From an optimization exercise on the open Yosys and OpenROAD flow, aimed at small area; shortcuts taken in it are not production practice. RTL that was checked went through simulation tests only; none was proved equivalent to the original. The flow treats the clock pin as an ideal source, which a real chip does not have. Power and IR drop assume default switching activity.

## iic_if
module		iic_if
(
	input			RSTN,
	input			MCK,
	input			iSCL,
	input			iSDA,
	output			SDO,				 
	input	[ 6:0]	SLAVE,				 
	input	[ 3:0]	SDO_MARGIN,			 
	output	reg		SLAVE_EN,
	input	[31:0]	MDO,
	output	[15:0]	MAD,
	output	[31:0]	MDI,
	output	[31:0]	MBE,
	output			MWE,
	output			MRE
);
==> flow/config.mk <==
export PLATFORM = sky130hd
export DESIGN_NAME = iic_if
export DESIGN_NICKNAME = iic_if
export VERILOG_FILES = /design/flow/design.v
export SDC_FILE = /design/flow/constraint.sdc
export NUM_CORES = 4
export LEC_CHECK = 0
export ABC_AREA = 1
export CAP_MARGIN = 20
export CORE_MARGIN = 2
export CORE_UTILIZATION = 40
export SLEW_MARGIN = 20
==> flow/constraint.sdc <==
create_clock -name core_clock -period 5.0 [get_ports {MCK}]
set_input_delay 1.0000 -clock core_clock [delete_from_list [all_inputs] [get_ports {MCK}]]
set_output_delay 1.0000 -clock core_clock [all_outputs]
set_load 0.01 [all_outputs]
standard.sh (not shown) runs the stock make flow with config.mk's settings and CLKGATE_MAP_FILE= SYNTH_SCRIPT=/design/flow/synth_recipe.tcl, a recipe that flattens the netlist after the stock synthesis.
==> flow/flow/run.sh <==
#!/bin/bash
# Standard ORFS layout, with the smallest buffer on each port and a clock tree
# built from small clock buffers without dummy loads.
set -euo pipefail
export BUFFER_PORTS_ARGS="-buffer_cell sky130_fd_sc_hd__buf_1"
export CTS_ARGS="-sink_clustering_enable -repair_clock_nets -dont_use_dummy_load -buf_list sky130_fd_sc_hd__clkbuf_8 -sink_clustering_size 20"
bash standard.sh > standard.log 2>&1
The baseline ran to the end with no violations.
Then changed:
==> flow/flow/run.sh (replaced) <==
#!/bin/bash
# Standard ORFS layout, with the smallest buffer on each port and a clock tree
# built from small clock buffers without dummy loads.
set -euo pipefail
export BUFFER_PORTS_ARGS="-buffer_cell sky130_fd_sc_hd__buf_1"
export CTS_ARGS="-sink_clustering_enable -repair_clock_nets -dont_use_dummy_load -buf_list sky130_fd_sc_hd__clkbuf_4 -sink_clustering_size 20"
bash standard.sh > standard.log 2>&1
Settings changed: CORE_UTILIZATION 40 to 65, PLACE_DENSITY from default to 0.75.
=>
- register-to-register slack loses 0.70 ns
- utilization grows by 26 points
- power shrinks by a few percent
- sequential power hardly moves
- synthesized area is unchanged
- critical path depth shrinks by 3
- final cell count shrinks by a little under a tenth
- sequential share of layout area grows by 1.6 points
- clock power shrinks by a quarter to a third
Then changed:
==> flow/run.sh (new file) <==
#!/bin/bash
# synth_recipe.tcl (not shown) runs the flow's synth.tcl, then flattens the netlist and writes it again
# the make line also repeats each setting of config.mk as NAME=value (left out here)
make -C /OpenROAD-flow-scripts/flow DESIGN_CONFIG=/design/flow/config.mk WORK_HOME=/design/flow/orfs CLKGATE_MAP_FILE= SYNTH_SCRIPT=/design/flow/synth_recipe.tcl finish
Settings changed: ABC_AREA 1 to default, CORE_UTILIZATION 65 to 40, PLACE_DENSITY 0.75 to default.
removed: flow/flow/run.sh
removed: flow/standard.sh
The changed run produced a clean layout.
Synthesized area is higher by 2.8%.
Fmax is higher by about 11%.
Total power is higher by 34%.
Core utilization is lower by 20 points.
Final area is higher by 23%.
Non-clock buffer count is higher by 4.
Final cell count is higher by about 6%.
Wire length is higher by 20%.
Then changed:
==> flow/flow/run.sh (new file) <==
#!/bin/bash
# Standard ORFS layout, with the smallest buffer on each port and a clock tree
# built from small clock buffers without dummy loads.
set -euo pipefail
export BUFFER_PORTS_ARGS="-buffer_cell sky130_fd_sc_hd__buf_1"
export CTS_ARGS="-sink_clustering_enable -repair_clock_nets -dont_use_dummy_load -buf_list {sky130_fd_sc_hd__clkbuf_2 sky130_fd_sc_hd__clkbuf_4 sky130_fd_sc_hd__clkbuf_8} -sink_clustering_size 20"
bash standard.sh > standard.log 2>&1
==> flow/standard.sh (new file) <==
#!/bin/bash
# synth_recipe.tcl (not shown) runs the flow's synth.tcl, then flattens the netlist and writes it again
# the make line also repeats each setting of config.mk as NAME=value (left out here)
make -C /OpenROAD-flow-scripts/flow DESIGN_CONFIG=/design/flow/config.mk WORK_HOME=/design/flow/orfs CLKGATE_MAP_FILE= SYNTH_SCRIPT=/design/flow/synth_recipe.tcl "${@:-finish}"
Settings changed: ABC_AREA from default to 1.
removed: flow/run.sh
Result: Area after synthesis decreases by 2.7%. Total power came out lower by 21%. Via count is lower by 4.4%. Setup slack gains 0.41 ns. Fmax climbs by 12%.


iic_if, a different RTL version from the one above (not shown whole).
Size in the first run: about 470 cells after synthesis, ~5200 µm² of cells after synthesis.
Settings: LEC_CHECK=0, ABC_AREA=1, CAP_MARGIN=20, CORE_MARGIN=2, CORE_UTILIZATION=65, PLACE_DENSITY=0.75, SLEW_MARGIN=20; clock period 5.0 ns.
==> flow/flow/run.sh <==
#!/bin/bash
# Standard ORFS layout with: the standard synthesis re-mapped for area (flip-flops
# untouched, equivalence proven, else the standard netlist is kept), the smallest
# buffer on each port, a clock tree of small clock buffers without dummy loads
# (leaves upsized where the clock slew is high), and cells with spare slack
# downsized after placement.
set -euo pipefail
W=$PWD
R=$W/orfs/results/$FLOW_PLATFORM/iic_if/base
YOSYS=$FLOW_HOME/../tools/install/yosys/bin/yosys
[[ -x $YOSYS ]] || YOSYS=yosys
export BUFFER_PORTS_ARGS="-buffer_cell sky130_fd_sc_hd__buf_1"
export CTS_ARGS="-sink_clustering_enable -repair_clock_nets -dont_use_dummy_load -buf_list sky130_fd_sc_hd__clkbuf_4 -sink_clustering_size 20"
export POST_CTS_TCL="$W/flow/post_cts.tcl"
export POST_RESIZE_TCL="$W/flow/post_resize.tcl"

bash standard.sh synth > synth.log 2>&1

export REMAP_LIB=$FLOW_HOME/platforms/$FLOW_PLATFORM/lib/sky130_fd_sc_hd__tt_025C_1v80.lib
export REMAP_DONT_USE=$W/flow/dont_use.txt
export REMAP_TOP=$FLOW_TOP
export REMAP_IN=$W/std_synth.v
cp $R/1_2_yosys.v $REMAP_IN
# try several ABC scripts in parallel; keep the smallest netlist proven equivalent
ls $W/flow/remap*.abc | xargs -P ${NUM_CORES:-4} -I{} bash $W/flow/remap_one.sh {} $W $YOSYS > remap_results.txt
cat remap_results.txt >> remap.log
best=$(grep -v '^failed' remap_results.txt | sort -g | head -1 | awk '{print $2}' || true)
best_area=$(grep -v '^failed' remap_results.txt | sort -g | head -1 | awk '{print $1}' || true)
if [[ -n $best ]]; then
  echo "remap: using $best ($best_area)" | tee -a remap.log
  cp $best $R/1_2_yosys.v
  rm -f $R/1_synth.odb $R/1_synth.sdc
  bash standard.sh synth > synth2.log 2>&1
else
  echo "remap: keeping the standard netlist" | tee -a remap.log
fi

bash standard.sh > standard.log 2>&1
==> flow/flow/eqv.tcl <==
# Prove the re-mapped netlist equivalent to the standard one (registers paired by name).
set lib $::env(REMAP_LIB)
yosys read_liberty -ignore_miss_func $lib
yosys read_verilog $::env(REMAP_IN)
yosys rename $::env(REMAP_TOP) gold
yosys read_verilog $::env(REMAP_OUT)
yosys rename $::env(REMAP_TOP) gate
yosys flatten gold gate
# pair only ports and registers: hide the netlists' auto-generated names
yosys rename -hide gold/w:_* gate/w:_* gold/c:_* gate/c:_*
yosys async2sync
yosys opt_clean
yosys equiv_make gold gate equiv
yosys equiv_simple -seq 2
yosys equiv_induct
yosys equiv_status -assert
==> flow/flow/remap.tcl <==
# Re-map the combinational logic of the standard synthesis netlist for area.
# Flip-flop instances (names and cell types) are kept as they are.
set lib $::env(REMAP_LIB)
set dont_use {}
set f [open $::env(REMAP_DONT_USE)]
foreach c [split [read $f] "\n"] { if {$c ne ""} { lappend dont_use -dont_use $c } }
close $f
yosys read_liberty -overwrite -setattr liberty_cell -ignore_miss_func $lib
yosys read_verilog -overwrite $::env(REMAP_IN)
yosys hierarchy -top $::env(REMAP_TOP)
# sequential cells and tie cells stay as instances
foreach m [yosys tee -q -s result.string ls] {}
foreach c {dfrtp dfstp dfxtp edfxtp dfrbp dfbbp dfbbn dfsbp edfxbp dfrtn dfxbp sdfrtp sdfstp sdfxtp dlxtp dlxtn dlrtp conb} {
  foreach d {1 2 4} {
    catch { yosys setattr -mod -set keep_hierarchy 1 sky130_fd_sc_hd__${c}_$d }
  }
}
yosys flatten
yosys opt -purge
yosys abc -liberty $lib -script $::env(REMAP_ABC) {*}$dont_use
yosys opt_clean -purge
yosys stat -liberty $lib
yosys select -module $::env(REMAP_TOP)
yosys write_verilog -noattr -selected $::env(REMAP_OUT)
==> flow/flow/remap_one.sh <==
#!/bin/bash
# re-map with one ABC script and prove the result equivalent; prints "area file" on success
abc=$1; W=$2; YOSYS=$3
n=$(basename $abc .abc)
export REMAP_ABC=$abc REMAP_OUT=$W/$n.v
if $YOSYS -c $W/flow/remap.tcl > $W/$n.log 2>&1 && $YOSYS -c $W/flow/eqv.tcl > $W/${n}_eqv.log 2>&1; then
  echo "$(grep 'Chip area for top module' $W/$n.log | tail -1 | awk '{print $NF}') $REMAP_OUT"
else
  echo "failed $REMAP_OUT"
fi
Other scripts of this flow, unchanged in this note and not shown: flow/flow/dont_use.txt, flow/flow/post_cts.tcl, flow/flow/post_resize.tcl, flow/flow/remap1.abc, flow/flow/remap2.abc, flow/flow/remap3.abc, flow/flow/remap4.abc, flow/flow/remap5.abc, flow/flow/remap6.abc, flow/flow/remap7.abc, flow/flow/remap8.abc, flow/flow/remapb.abc, flow/flow/remapd1.abc, flow/flow/remapd2.abc, flow/flow/remapd3.abc, flow/flow/remapd4.abc, flow/flow/remapd5.abc, flow/flow/remapd6.abc, flow/flow/remapd7.abc, flow/flow/remapd8.abc, flow/flow/remape1.abc, flow/flow/remape2.abc, flow/flow/remape3.abc, flow/flow/remape4.abc
==> next run, changes <==
Settings changed: CORE_UTILIZATION 65 to 75, PLACE_DENSITY 0.75 to 0.85.
Result: Wire length went up by 7.2%; global-route usage went up by 6.1 points; clock-buffer cell count stays the same; die area went down by 13%; first-iteration DRC count went up by 67%; worst setup slack loses 53 ps; clock power went up by about 2%; final cell count went down by 3.1%; cell area went down by 0.43%.
==> next run, changes <==
--- a/flow/flow/run.sh
+++ b/flow/flow/run.sh
@@ -23,4 +23,14 @@
 cp $R/1_2_yosys.v $REMAP_IN
+export REMAP_GOLD=$REMAP_IN
 # try several ABC scripts in parallel; keep the smallest netlist proven equivalent
+# to the standard one; then a second round starting from that netlist
 ls $W/flow/remap*.abc | xargs -P ${NUM_CORES:-4} -I{} bash $W/flow/remap_one.sh {} $W $YOSYS > remap_results.txt
+best=$(grep -v '^failed' remap_results.txt | sort -g | head -1 | awk '{print $2}' || true)
+if [[ -n $best ]]; then
+  mkdir -p $W/round2
+  cp $best $W/round2/start.v
+  export REMAP_IN=$W/round2/start.v
+  ls $W/flow/remap*.abc | xargs -P ${NUM_CORES:-4} -I{} bash $W/flow/remap_one.sh {} $W/round2 $YOSYS $W > remap_results2.txt
+  cat remap_results2.txt >> remap_results.txt
+fi
 cat remap_results.txt >> remap.log
--- a/flow/flow/eqv.tcl
+++ b/flow/flow/eqv.tcl
@@ -3,3 +3,3 @@
 yosys read_liberty -ignore_miss_func $lib
-yosys read_verilog $::env(REMAP_IN)
+yosys read_verilog $::env(REMAP_GOLD)
 yosys rename $::env(REMAP_TOP) gold
==> flow/flow/remap_one.sh (replaced) <==
#!/bin/bash
# re-map with one ABC script and prove the result equivalent to the standard
# netlist; prints "area file" on success
abc=$1; O=$2; YOSYS=$3; W=${4:-$2}
n=$(basename $abc .abc)
export REMAP_ABC=$abc REMAP_OUT=$O/$n.v
if $YOSYS -c $W/flow/remap.tcl > $O/$n.log 2>&1 && $YOSYS -c $W/flow/eqv.tcl > $O/${n}_eqv.log 2>&1; then
  echo "$(grep 'Chip area for top module' $O/$n.log | tail -1 | awk '{print $NF}') $REMAP_OUT"
else
  echo "failed $REMAP_OUT"
fi
Settings changed: CORE_UTILIZATION 75 to 65, PLACE_DENSITY 0.85 to 0.75.
Setup slack loses 390 ps; total power went down by 8.6%; synthesized area went down by 0.43%; flip-flop and latch count does not change; utilization went down by 11 points; clock power went down by about 1%.


Setup of main:
Another version of the RTL of iic_if (not shown whole).
Size in the first run: roughly 690 cells after synthesis, roughly 130 flip-flops, roughly 130 I/O pins, ~0.0063 mm² of cells after synthesis.
export LEC_CHECK = 0
export ABC_AREA = 1
export CAP_MARGIN = 20
export CORE_MARGIN = 2
export CORE_UTILIZATION = 80
export PLACE_DENSITY = 0.9
export SLEW_MARGIN = 20
create_clock -name core_clock -period 5.0 [get_ports {MCK}]
==> flow/flow/run.sh <==
#!/bin/bash
# Standard ORFS layout, with the smallest buffer on each port and a clock tree
# built from small clock buffers without dummy loads.
set -euo pipefail
export BUFFER_PORTS_ARGS="-buffer_cell sky130_fd_sc_hd__buf_1"
export CTS_ARGS="-sink_clustering_enable -repair_clock_nets -dont_use_dummy_load -buf_list sky130_fd_sc_hd__clkbuf_4 -sink_clustering_size 20"
bash standard.sh > standard.log 2>&1
[inputs] the feature branch vs main
# main
export LEC_CHECK = 0
export ABC_AREA = 1
export CAP_MARGIN = 20
export CORE_MARGIN = 2
export CORE_UTILIZATION = 80
export PLACE_DENSITY = 0.9
export SLEW_MARGIN = 20
create_clock -name core_clock -period 5.0 [get_ports {MCK}]
# the feature branch
export LEC_CHECK = 0
export ABC_AREA = 1
export CAP_MARGIN = 20
export CORE_MARGIN = 2
export CORE_UTILIZATION = 65
export PLACE_DENSITY = 0.75
export SLEW_MARGIN = 20
create_clock -name core_clock -period 5.0 [get_ports {MCK}]
Notes after the runs:
~same deepest level of the CTS H-tree in the feature branch and main. Delta (the feature branch minus main): global-route track usage on met1 down 9.2 points, last weighted congestion value of the routability-driven placer up 4.9%, count of mapped cells out of synthesis flat, synthesized area flat, number of iterations in the first detailed-routing pass down 2. Looking at met3 capacity usage during global routing across the feature branch and main, the one that comes out higher is main. Routed wire in the feature branch totals less than in main.
Function was not checked in any run of this note: the RTL went through the layout flow alone.


Another version of the RTL of iic_if (not shown whole).
Size: about 510 cells after synthesis, roughly 130 I/O pins, roughly 5300 um^2 of cells after synthesis.
==> flow/config.mk <==
export PLATFORM = sky130hd
export DESIGN_NAME = iic_if
export DESIGN_NICKNAME = iic_if
export VERILOG_FILES = /design/flow/design.v
export SDC_FILE = /design/flow/constraint.sdc
export NUM_CORES = 4
export LEC_CHECK = 0
export ABC_AREA = 1
export CAP_MARGIN = 20
export CORE_MARGIN = 2
export CORE_UTILIZATION = 65
export PLACE_DENSITY = 0.75
export SLEW_MARGIN = 20
==> flow/constraint.sdc <==
create_clock -name core_clock -period 5.0 [get_ports {MCK}]
set_input_delay 1.0000 -clock core_clock [delete_from_list [all_inputs] [get_ports {MCK}]]
set_output_delay 1.0000 -clock core_clock [all_outputs]
set_load 0.01 [all_outputs]
==> flow/flow/run.sh <==
#!/bin/bash
# Standard ORFS layout with: the standard synthesis re-mapped for area (flip-flops
# untouched, equivalence proven, else the standard netlist is kept), the smallest
# buffer on each port, a clock tree of small clock buffers without dummy loads
# (leaves upsized where the clock slew is high), and cells with spare slack
# downsized after placement.
set -euo pipefail
W=$PWD
R=$W/orfs/results/$FLOW_PLATFORM/iic_if/base
YOSYS=$FLOW_HOME/../tools/install/yosys/bin/yosys
[[ -x $YOSYS ]] || YOSYS=yosys
export BUFFER_PORTS_ARGS="-buffer_cell sky130_fd_sc_hd__buf_1"
export CTS_ARGS="-sink_clustering_enable -repair_clock_nets -dont_use_dummy_load -buf_list sky130_fd_sc_hd__clkbuf_4 -sink_clustering_size 20"
export POST_CTS_TCL="$W/flow/post_cts.tcl"
export POST_RESIZE_TCL="$W/flow/post_resize.tcl"

bash standard.sh synth > synth.log 2>&1

export REMAP_LIB=$FLOW_HOME/platforms/$FLOW_PLATFORM/lib/sky130_fd_sc_hd__tt_025C_1v80.lib
export REMAP_DONT_USE=$W/flow/dont_use.txt
export REMAP_TOP=$FLOW_TOP
export REMAP_IN=$W/std_synth.v
cp $R/1_2_yosys.v $REMAP_IN
# try several ABC scripts; keep the smallest netlist proven equivalent
best=""; best_area=""
for abc in $W/flow/remap*.abc; do
  n=$(basename $abc .abc)
  export REMAP_ABC=$abc REMAP_OUT=$W/$n.v
  if $YOSYS -c $W/flow/remap.tcl > $n.log 2>&1 && $YOSYS -c $W/flow/eqv.tcl > ${n}_eqv.log 2>&1; then
    a=$(grep "Chip area for top module" $n.log | tail -1 | awk '{print $NF}')
    echo "remap: $n area $a (proven equivalent)" | tee -a remap.log
    if [[ -z $best_area ]] || awk -v a=$a -v b=$best_area 'BEGIN{exit !(a<b)}'; then best=$REMAP_OUT; best_area=$a; fi
  else
    echo "remap: $n failed" | tee -a remap.log
  fi
done
if [[ -n $best ]]; then
  echo "remap: using $best ($best_area)" | tee -a remap.log
  cp $best $R/1_2_yosys.v
  rm -f $R/1_synth.odb $R/1_synth.sdc
  bash standard.sh synth > synth2.log 2>&1
else
  echo "remap: keeping the standard netlist" | tee -a remap.log
fi

bash standard.sh > standard.log 2>&1
==> flow/flow/eqv.tcl <==
# Prove the re-mapped netlist equivalent to the standard one (registers paired by name).
set lib $::env(REMAP_LIB)
yosys read_liberty -ignore_miss_func $lib
yosys read_verilog $::env(REMAP_IN)
yosys rename $::env(REMAP_TOP) gold
yosys read_verilog $::env(REMAP_OUT)
yosys rename $::env(REMAP_TOP) gate
yosys flatten gold gate
# pair only ports and registers: hide the netlists' auto-generated names
yosys rename -hide gold/w:_* gate/w:_* gold/c:_* gate/c:_*
yosys async2sync
yosys opt_clean
yosys equiv_make gold gate equiv
yosys equiv_simple -seq 2
yosys equiv_induct
yosys equiv_status -assert
==> flow/flow/remap1.abc <==
strash
ifraig
dc2
dch -f
amap
topo
==> flow/flow/remap2.abc <==
strash
dc2
dch -f
amap
topo
==> flow/flow/remap3.abc <==
strash
dch -f
amap
topo
==> flow/flow/remap4.abc <==
strash
ifraig
resub -K 8
dc2
dch -f
amap
topo
==> flow/flow/remap5.abc <==
strash
dc2
dch -f
amap
strash
dc2
dch -f
amap
topo
==> flow/flow/remap6.abc <==
strash
ifraig
drw
drf
dc2
dch -f
amap
topo
Scripts as last shown in full above: flow/flow/remap.tcl
Other scripts of this flow, unchanged in this note and not shown: flow/flow/dont_use.txt, flow/flow/post_cts.tcl, flow/flow/post_resize.tcl
The starting point completed without violations.
Then changed:
--- a/flow/flow/run.sh
+++ b/flow/flow/run.sh
@@ -20,0 +21 @@
+export REMAP_ABC=$W/flow/remap.abc
@@ -22,0 +24 @@
+export REMAP_OUT=$W/remap_synth.v
@@ -24,16 +26,3 @@
-# try several ABC scripts; keep the smallest netlist proven equivalent
-best=""; best_area=""
-for abc in $W/flow/remap*.abc; do
-  n=$(basename $abc .abc)
-  export REMAP_ABC=$abc REMAP_OUT=$W/$n.v
-  if $YOSYS -c $W/flow/remap.tcl > $n.log 2>&1 && $YOSYS -c $W/flow/eqv.tcl > ${n}_eqv.log 2>&1; then
-    a=$(grep "Chip area for top module" $n.log | tail -1 | awk '{print $NF}')
-    echo "remap: $n area $a (proven equivalent)" | tee -a remap.log
-    if [[ -z $best_area ]] || awk -v a=$a -v b=$best_area 'BEGIN{exit !(a<b)}'; then best=$REMAP_OUT; best_area=$a; fi
-  else
-    echo "remap: $n failed" | tee -a remap.log
-  fi
-done
-if [[ -n $best ]]; then
-  echo "remap: using $best ($best_area)" | tee -a remap.log
-  cp $best $R/1_2_yosys.v
+if $YOSYS -c $W/flow/remap.tcl > remap.log 2>&1 && $YOSYS -c $W/flow/eqv.tcl > remap_eqv.log 2>&1; then
+  echo "remap: using the re-mapped netlist" | tee -a remap.log
+  cp $REMAP_OUT $R/1_2_yosys.v
@@ -43 +32 @@
-  echo "remap: keeping the standard netlist" | tee -a remap.log
+  echo "remap: failed, keeping the standard netlist" | tee -a remap.log
--- a/flow/flow/eqv.tcl
+++ b/flow/flow/eqv.tcl
@@ -9,2 +8,0 @@
-# pair only ports and registers: hide the netlists' auto-generated names
-yosys rename -hide gold/w:_* gate/w:_* gold/c:_* gate/c:_*
==> flow/flow/remap.abc (new file) <==
strash
ifraig
dc2
dch -f
amap
topo
removed: flow/flow/remap1.abc
removed: flow/flow/remap2.abc
removed: flow/flow/remap3.abc
removed: flow/flow/remap4.abc
removed: flow/flow/remap5.abc
removed: flow/flow/remap6.abc
Effect: The new run went through all stages and came out clean. Design area climbs by 1.8%. Wire length drops by 3.3%. Setup slack gets worse by 0.54 ns. Sequential power increases by about 7%. Global-route usage fell by 0.81 points. Count of clock-buffer cells in the layout is unchanged. Power went up by 10%. Via count falls by 0.78%. Die area rose by 1.4%. Maximum frequency went down by 13%.

afterwards: timing with drivers on the ports:
The flow's constraints put no driver on any port. The routed layouts listed below were extracted and timed again, unchanged, in two steps.
Step 1, drivers: a clkbuf_16 drives MCK and a buf_2 each remaining input, both assumed.
Step 2 also shifts input and output timing later by t, the mid clock arrival at the registers, as if the neighbouring blocks saw the same clock.
Three values: ideal ports, drivers, drivers and shift; two values: the first two.
run	t (ns)	setup slack, ns	hold WS [ns]	worst setup path after step 2
the first run of note 1	0.466	1.739 / 1.703 / 2.169	0.353 / 0.353 / 0.353	register to output
the second run of note 1	0.532	0.921 / 0.890 / 1.422	0.359 / 0.359 / 0.359	register to output
the third run of note 1	0.461	1.332 / 1.289 / 1.750	0.345 / 0.345 / 0.345	register to output
the fourth run of note 1	0.466	1.739 / 1.703 / 2.169	0.353 / 0.353 / 0.353	register to output
the first run of note 2	0.417	1.600 / 1.568 / 1.504	0.338 / 0.338 / 0.338	input to register
the second run of note 2	0.422	1.547 / 1.516 / 1.212	0.359 / 0.359 / 0.359	input to register
the third run of note 2	0.420	1.152 / 1.118 / 1.538	0.342 / 0.342 / 0.342	register to output
main	0.529	1.302 / 1.273 / 1.802	0.387 / 0.387 / 0.387	register to output
the feature branch	0.528	1.301 / 1.269 / 1.797	0.381 / 0.381 / 0.381	register to output
the first run of note 4	0.432	1.482 / 1.446 / 1.708	0.387 / 0.387 / 0.387	register to register
the second run of note 4	0.424	0.947 / 0.915 / 1.203	0.402 / 0.402 / 0.402	input to register
After both steps every run listed still meets setup and hold. The setup slack of the second run of note 2, which loses most, moves by -0.031 ns with the drivers and by -0.335 ns with both steps.
